Context: an optimization exercise on an open-source flow, tuned for small area. The choices shown serve that exercise and are no tape-out recipe.
Only simulation tests tie the RTL to the original design; equivalence was not proved.
The flow treats the clock pin as an ideal source. Dropping or thinning the clock tree relies on that and would not hold on a real chip.

==> inputs of run X <==
==> flow/design.v <==
module uart_vector_processor #(
    parameter int BIT_RATE = 115200,
    parameter int CLK_FREQ = 1_843_200,
    parameter int MAX_VECT_SIZE = 8,
    parameter int MAX_MAT_ROWS = 4,
    parameter int MAX_MAT_COLS = 4
)(
    input wire clk,
    input wire resetn,
    input wire uart_rx,
    output wire uart_tx,
    output wire led_busy,
    output wire led_rx_active,
    output wire led_tx_active,
    output wire led_error
);
    localparam [2:0] S_IDLE = 3'b000,    
                     S_SZ   = 3'b001,    
                     S_OP1  = 3'b010,    
                     S_OP2  = 3'b011,    
                     S_TX   = 3'b100,    
                     S_ERR  = 3'b101;    
    reg [2:0] st;
    reg       frm;           
    reg [7:0] fc;            
    reg [3:0] ph;            
    reg [3:0] w;             
    reg [1:0] bi;            
    reg [3:0] L;             
    reg [1:0] op;            
    reg       c;             
    reg       dA;            
    reg       bcur;          
    reg       act;           
    reg       txo;           
    wire [3:0] m = fc[7:4];
    wire s_idle = (st == S_IDLE);
    wire s_sz   = (st == S_SZ);
    wire s_op1  = (st == S_OP1);
    wire s_op2  = (st == S_OP2);
    wire is_tx  = (st == S_TX);
    wire is_err = (st == S_ERR);
    wire is_mat = ~op[1] & ~op[0];
    wire is_dot = op[1] & op[0];
    wire muldot = op[1];
    reg [15:0] rE [0:15];
    reg [15:0] rO [0:15];
    wire [2:0] yidx = w[2:0] & {3{~is_dot}};
    wire XE_lo = rE[{1'b0, w[2:0]}][0];
    wire XO_lo = rO[{1'b0, w[2:0]}][0];
    wire YE = rE[{1'b1, yidx}][0];
    wire YO = rO[{1'b1, yidx}][0];
    wire XE = w[3] ? YE : XE_lo;
    wire XO = w[3] ? YO : XO_lo;
    wire [2:0] bb = {1'b0, bi} + {1'b0, is_tx & is_dot, is_tx & op[1] & ~op[0]};
    wire bitwin = frm & ~m[3];                           
    wire hit    = bitwin & (ph == {bb[1:0], m[2:1]});    
    wire s15    = &ph;
    wire fend   = frm & s15 & m[3] & (m[0] == is_tx);
    wire rxstart = ~frm & ~uart_rx & ~is_err & ~is_tx;
    wire txstart = ~frm & is_tx & s15;
    wire rx   = uart_rx;
    wire rxop = frm & ~is_tx;
    wire rhit = hit & rxop;
    wire [2:0] k = m[2:0];
    wire XR   = m[0] ? XO : XE;                          
    wire cin_add = c & ~((bi == 2'd0) & (k == 3'd0));
    wire nb   = s_op1 ? rx : (XR ^ rx ^ cin_add);
    wire cadd = (XR & rx) | (cin_add & (XR ^ rx));
    wire pass   = act;
    wire pfirst = (ph == 4'd0);
    wire cin_m  = c & ~pfirst;
    wire t0 = bcur & XE;
    wire s0 = YE ^ t0 ^ cin_m;
    wire c1 = (YE & t0) | (cin_m & (YE ^ t0));
    wire t1 = bcur & XO;
    wire s1 = YO ^ t1 ^ c1;
    wire c2 = (YO & t1) | (c1 & (YO ^ t1));
    wire capv = ~bb[2] & (muldot ? (m[0] ? YO : YE) : XR);
    wire wrX  = pass | (rhit & (s_op1 | (s_op2 & ~muldot)));
    wire wrY  = pass | (s_op1 & muldot);
    wire XdE = pass ? (dA & ~pfirst) : (m[0] ? XE : nb);
    wire XdO = pass ? XE : (m[0] ? nb : XO);
    wire YdE = pass & s0;
    wire YdO = pass & s1;
    wire UdE = is_mat ? XdE : YdE;
    wire UdO = is_mat ? XdO : YdO;
    genvar gi;
    generate
        for (gi = 0; gi < 16; gi = gi + 1) begin : g_slot
            wire we;
            wire dE, dO;
            if (gi < 8) begin : g_lo
                assign we = wrX & (w == gi);
                assign dE = XdE;
                assign dO = XdO;
            end else begin : g_hi
                assign we = (wrX & (w == gi)) | (wrY & (yidx == gi - 8));
                assign dE = UdE;
                assign dO = UdO;
            end
            always @(posedge clk) begin
                rE[gi] <= {we ? dE : rE[gi][0], rE[gi][15:1]};
                rO[gi] <= {we ? dO : rO[gi][0], rO[gi][15:1]};
            end
        end
    endgenerate
    wire skip = is_mat & (w[1:0] == L[1:0]);
    wire [3:0] wnx = (w | {2'b00, skip, skip}) + 4'd1;
    wire last = (w == L);
    wire brin = (k == 3'd0) | c;
    wire dbit = rx ^ brin;
    always @(posedge clk) begin
        ph <= ph + 4'd1;
        fc <= rxstart ? 8'hF1 : txstart ? 8'h00 : fc + 8'd1;
        if (pass) begin
            c  <= c2;
            dA <= XO;
        end else if (rhit) begin
            c <= s_sz ? (brin & ~rx) : cadd;
        end
        if (rhit & s_idle) begin
            if (k == 3'd0) op[0] <= rx;
            if (k == 3'd1) op[1] <= rx;
        end
        if (rhit & s_sz & (bi == 2'd0) & ~k[2] & (~k[1] | ~is_mat)) begin
            if (is_mat & w[0]) L <= {L[3:2], dbit, L[1]};
            else               L <= {dbit, L[3:1]};
        end
        if (is_tx) begin
            if (hit) bcur <= capv;
        end else if (s15)
            bcur <= rx;
        if (s15)
            act <= bitwin & rxop & s_op2 & muldot;
        if (fend) begin
            if (s_idle) begin
                bi <= 2'd0;
                w  <= 4'd0;
            end else begin
                bi <= bi + 2'd1;
                if (bi == 2'd3)
                    w <= s_sz ? {3'b000, is_mat & ~w[0]} : (last ? 4'd0 : wnx);
            end
        end
    end
    always @(posedge clk or negedge resetn) begin
        if (!resetn) begin
            st  <= S_IDLE;
            frm <= 1'b0;
            txo <= 1'b1;
        end else begin
            if (rxstart | txstart) frm <= 1'b1;
            else if (fend)         frm <= 1'b0;
            if (s15)
                txo <= ~txstart & ~(is_tx & bitwin & ~(hit ? capv : bcur));
            if (rhit & s_idle & (k[2] | k[1]) & (rx ^ (~k[2] & ~k[0] & is_mat)))
                st <= S_ERR;
            else if (fend & (bi == 2'd3 | s_idle)) begin
                case (st)
                    S_IDLE: st <= S_SZ;
                    S_SZ:   if (~(is_mat & ~w[0])) st <= S_OP1;
                    S_OP1:  if (last) st <= S_OP2;
                    S_OP2:  if (last) st <= S_TX;
                    S_TX:   if (last | is_dot) st <= S_IDLE;
                    default: ;
                endcase
            end
        end
    end
    assign uart_tx       = txo;
    assign led_tx_active = is_tx;
    assign led_rx_active = ~st[2] & (st[1] | st[0]);
    assign led_busy      = led_rx_active | is_tx;
    assign led_error     = is_err;
endmodule
==> flow/flow/run.sh <==
#!/bin/bash
# Own layout flow: the standard ORFS flow (standard.sh), with
#  - synthesis unchanged except that ABC maps the logic with an area-oriented
#    script (flow/abc_area.script) instead of ORFS's speed script; registers
#    are mapped before ABC runs, so they are the standard synthesis's;
#  - smaller port buffers and no CTS dummy loads.
# Each tool's output goes to a log file in the work folder (and ORFS's own
# logs under orfs/logs).
set -euo pipefail
W=$(pwd)

# ORFS scripts, with ABC's script replaced
rm -rf "$W/scripts_area"
cp -r "$FLOW_HOME/scripts" "$W/scripts_area"
cp "$W/flow/abc_area.script" "$W/scripts_area/abc_speed.script"

bash standard.sh SCRIPTS_DIR="$W/scripts_area" synth > "$W/synth.log" 2>&1

export BUFFER_PORTS_ARGS="-buffer_cell sky130_fd_sc_hd__buf_1"
export CTS_ARGS="-sink_clustering_enable -repair_clock_nets -sink_clustering_size 37 -sink_clustering_max_diameter 100 -dont_use_dummy_load"
bash standard.sh > "$W/layout.log" 2>&1
==> flow/flow/abc_area.script <==
strash
ifraig
dc2
dch -f
map -a
topo
==> flow/standard.sh <==
#!/bin/bash
# synth_recipe.tcl (not shown) runs the flow's synth.tcl, then flattens the netlist and writes it again
# the make line also repeats each setting of config.mk as NAME=value (left out here)
make -C /OpenROAD-flow-scripts/flow DESIGN_CONFIG=/design/flow/config.mk WORK_HOME=/design/flow/orfs CLKGATE_MAP_FILE= SYNTH_SCRIPT=/design/flow/synth_recipe.tcl "${@:-finish}"
==> flow/config.mk <==
export PLATFORM = sky130hd
export DESIGN_NAME = uart_vector_processor
export DESIGN_NICKNAME = uart_vector_processor
export VERILOG_FILES = /design/flow/design.v
export SDC_FILE = /design/flow/constraint.sdc
export NUM_CORES = 8
export LEC_CHECK = 0
export CAP_MARGIN = 20
export CORE_MARGIN = 2
export CORE_UTILIZATION = 40
export CTS_CLUSTER_DIAMETER = 100
export CTS_CLUSTER_SIZE = 35
export SLEW_MARGIN = 20
==> flow/constraint.sdc <==
create_clock -name core_clock -period 100.0 [get_ports {clk}]
set_input_delay 20.0000 -clock core_clock [delete_from_list [all_inputs] [get_ports {clk}]]
set_output_delay 20.0000 -clock core_clock [all_outputs]
set_load 0.01 [all_outputs]
==> inputs of run E, as changes to run X <==
--- a/flow/design.v
+++ b/flow/design.v
@@ -18,8 +18,8 @@
                      S_SZ   = 3'b001,    
                      S_OP1  = 3'b010,    
                      S_OP2  = 3'b011,    
-                     S_TX   = 3'b100,    
-                     S_ERR  = 3'b101;    
+                     S_TX   = 3'b110,    
+                     S_ERR  = 3'b111;    
     reg [2:0] st;
     reg       frm;           
     reg [7:0] fc;            
@@ -57,7 +57,7 @@
     wire hit    = bitwin & (ph == {bb[1:0], m[2:1]});    
     wire s15    = &ph;
     wire fend   = frm & s15 & m[3] & (m[0] == is_tx);
-    wire rxstart = ~frm & ~uart_rx & ~is_err & ~is_tx;
+    wire rxstart = ~frm & ~uart_rx;
     wire txstart = ~frm & is_tx & s15;
     wire rx   = uart_rx;
     wire rxop = frm & ~is_tx;
@@ -113,9 +113,9 @@
     always @(posedge clk) begin
         ph <= ph + 4'd1;
         fc <= rxstart ? 8'hF1 : txstart ? 8'h00 : fc + 8'd1;
+        dA <= XO;
         if (pass) begin
             c  <= c2;
-            dA <= XO;
         end else if (rhit) begin
             c <= s_sz ? (brin & ~rx) : cadd;
         end
@@ -170,7 +170,7 @@
     end
     assign uart_tx       = txo;
     assign led_tx_active = is_tx;
-    assign led_rx_active = ~st[2] & (st[1] | st[0]);
+    assign led_rx_active = s_sz | s_op1 | s_op2;
     assign led_busy      = led_rx_active | is_tx;
     assign led_error     = is_err;
 endmodule
==> flow/flow/run.sh (replaced) <==
#!/bin/bash
# Own layout flow: the standard ORFS flow (standard.sh), with
#  - synthesis unchanged except that ABC maps the logic with an area-oriented
#    script (flow/abc_area.script: deepsyn AIG optimisation, then area
#    mapping) instead of ORFS's speed script; registers
#    are mapped before ABC runs, so they are the standard synthesis's;
#  - smaller port buffers, no CTS dummy loads, buf_12 clock buffers, and the
#    clock tree's intermediate level removed (root buffer drives the leaf
#    buffers directly).
# Each tool's output goes to a log file in the work folder (and ORFS's own
# logs under orfs/logs).
set -euo pipefail
W=$(pwd)

# ORFS scripts, with ABC's script replaced
rm -rf "$W/scripts_area"
cp -r "$FLOW_HOME/scripts" "$W/scripts_area"
cp "$W/flow/abc_area.script" "$W/scripts_area/abc_speed.script"

bash standard.sh SCRIPTS_DIR="$W/scripts_area" synth > "$W/synth.log" 2>&1

export BUFFER_PORTS_ARGS="-buffer_cell sky130_fd_sc_hd__buf_1"
export CTS_ARGS="-sink_clustering_enable -repair_clock_nets -sink_clustering_size 35 -sink_clustering_max_diameter 100 -dont_use_dummy_load -buf_list sky130_fd_sc_hd__buf_12"
bash standard.sh cts > "$W/place_cts.log" 2>&1

CTS_ODB=$(ls -d "$W"/orfs/results/*/uart_vector_processor/base)/4_cts.odb
CTS_ODB="$CTS_ODB" openroad -no_init -exit "$W/flow/flatten_ctree.tcl" > "$W/flatten_ctree.log" 2>&1

bash standard.sh > "$W/layout.log" 2>&1
==> flow/flow/abc_area.script (replaced) <==
strash
&get -n
&deepsyn -I 2 -J 1000
&put
dch -f
map -a
topo
==> flow/flow/flatten_ctree.tcl (new file) <==
# Removes the intermediate level of the clock tree that CTS builds: every
# buffer named clkbuf_1_* (between the root buffer and the leaf buffers) is
# deleted and its loads are connected to the root buffer's output net.
read_db $::env(CTS_ODB)
set block [ord::get_db_block]
set removed 0
foreach inst [$block getInsts] {
  set name [$inst getName]
  if { ![string match "clkbuf_1_*" $name] } { continue }
  set in_net ""
  set out_net ""
  foreach it [$inst getITerms] {
    set mt [$it getMTerm]
    if { [$mt getSigType] != "SIGNAL" && [$mt getSigType] != "CLOCK" } { continue }
    if { [$mt getIoType] == "INPUT" } { set in_net [$it getNet] }
    if { [$mt getIoType] == "OUTPUT" } { set out_net [$it getNet] }
  }
  if { $in_net == "" || $out_net == "" } { continue }
  set loads {}
  foreach it [$out_net getITerms] {
    if { [$it getInst] != $inst } { lappend loads $it }
  }
  foreach it $loads {
    $it disconnect
    $it connect $in_net
  }
  odb::dbInst_destroy $inst
  odb::dbNet_destroy $out_net
  incr removed
  puts "removed $name, moved [llength $loads] loads to [$in_net getName]"
}
puts "removed $removed intermediate clock buffers"
write_db $::env(CTS_ODB)
==> impl_metrics.env <==
export IMPL_outcome="complete, no violations"
export IMPL_placed_cells=1299
export IMPL_synth_top_area_frac=0.8198
export IMPL_core_outline_area_sq_um=31560
export IMPL_final_cycle_share=0.2208
export IMPL_internal_power_mw=0.2455
export IMPL_switching_share=0.1891
export IMPL_ir_drop_mv=0.01517
export IMPL_minimum_period_implied_by_the_final_worst_setup_slack_ns=22.08
export IMPL_min_to="rO[2][11]$_DFF_P_"
export IMPL_critical_path_depth=5
Source of the figures above: run E

==> impl_metrics.env <==
export IMPL_outcome="complete, no violations"
export IMPL_ir_drop_mv=0.01213
export IMPL_placed_cells=1306
export IMPL_switching_share=0.2317
export IMPL_critical_path_depth=10
export IMPL_internal_power_mw=0.2918
export IMPL_core_outline_area_sq_um=31640
export IMPL_min_to="rO[9][2]$_DFF_P_"
Source of the figures above: run X

## separate check: timing with driven ports
Ports are ideal in the flow. The routed layouts listed here were re-timed in OpenROAD. Step 1 sets driving cells, clkbuf_16 on the clock port and buf_2 on the other inputs (assumed; they add their load-dependent delay and slew). Step 2 also shifts input and output timing later by t, the mid clock arrival at the registers, as if the neighbouring blocks saw the same clock. a / b / c = ideal ports / drivers / drivers and shift; a / b = the first two.
| run | shift t [ns] | slack for setup (ns) | worst data-port slew with drivers (ns) | cell pins on the clock port's net |
|---|---|---|---|---|
| run X | 0.561 | 77.374 / 77.391 / 76.830 | 0.03 | 1 |
| run E | 0.507 | 77.924 / 77.874 / 77.469 | 0.05 | 1 |
After both steps every run listed still meets setup and hold. For run X, which loses most, drivers alone change the setup slack by +0.017 ns; drivers and shift together by -0.544 ns.
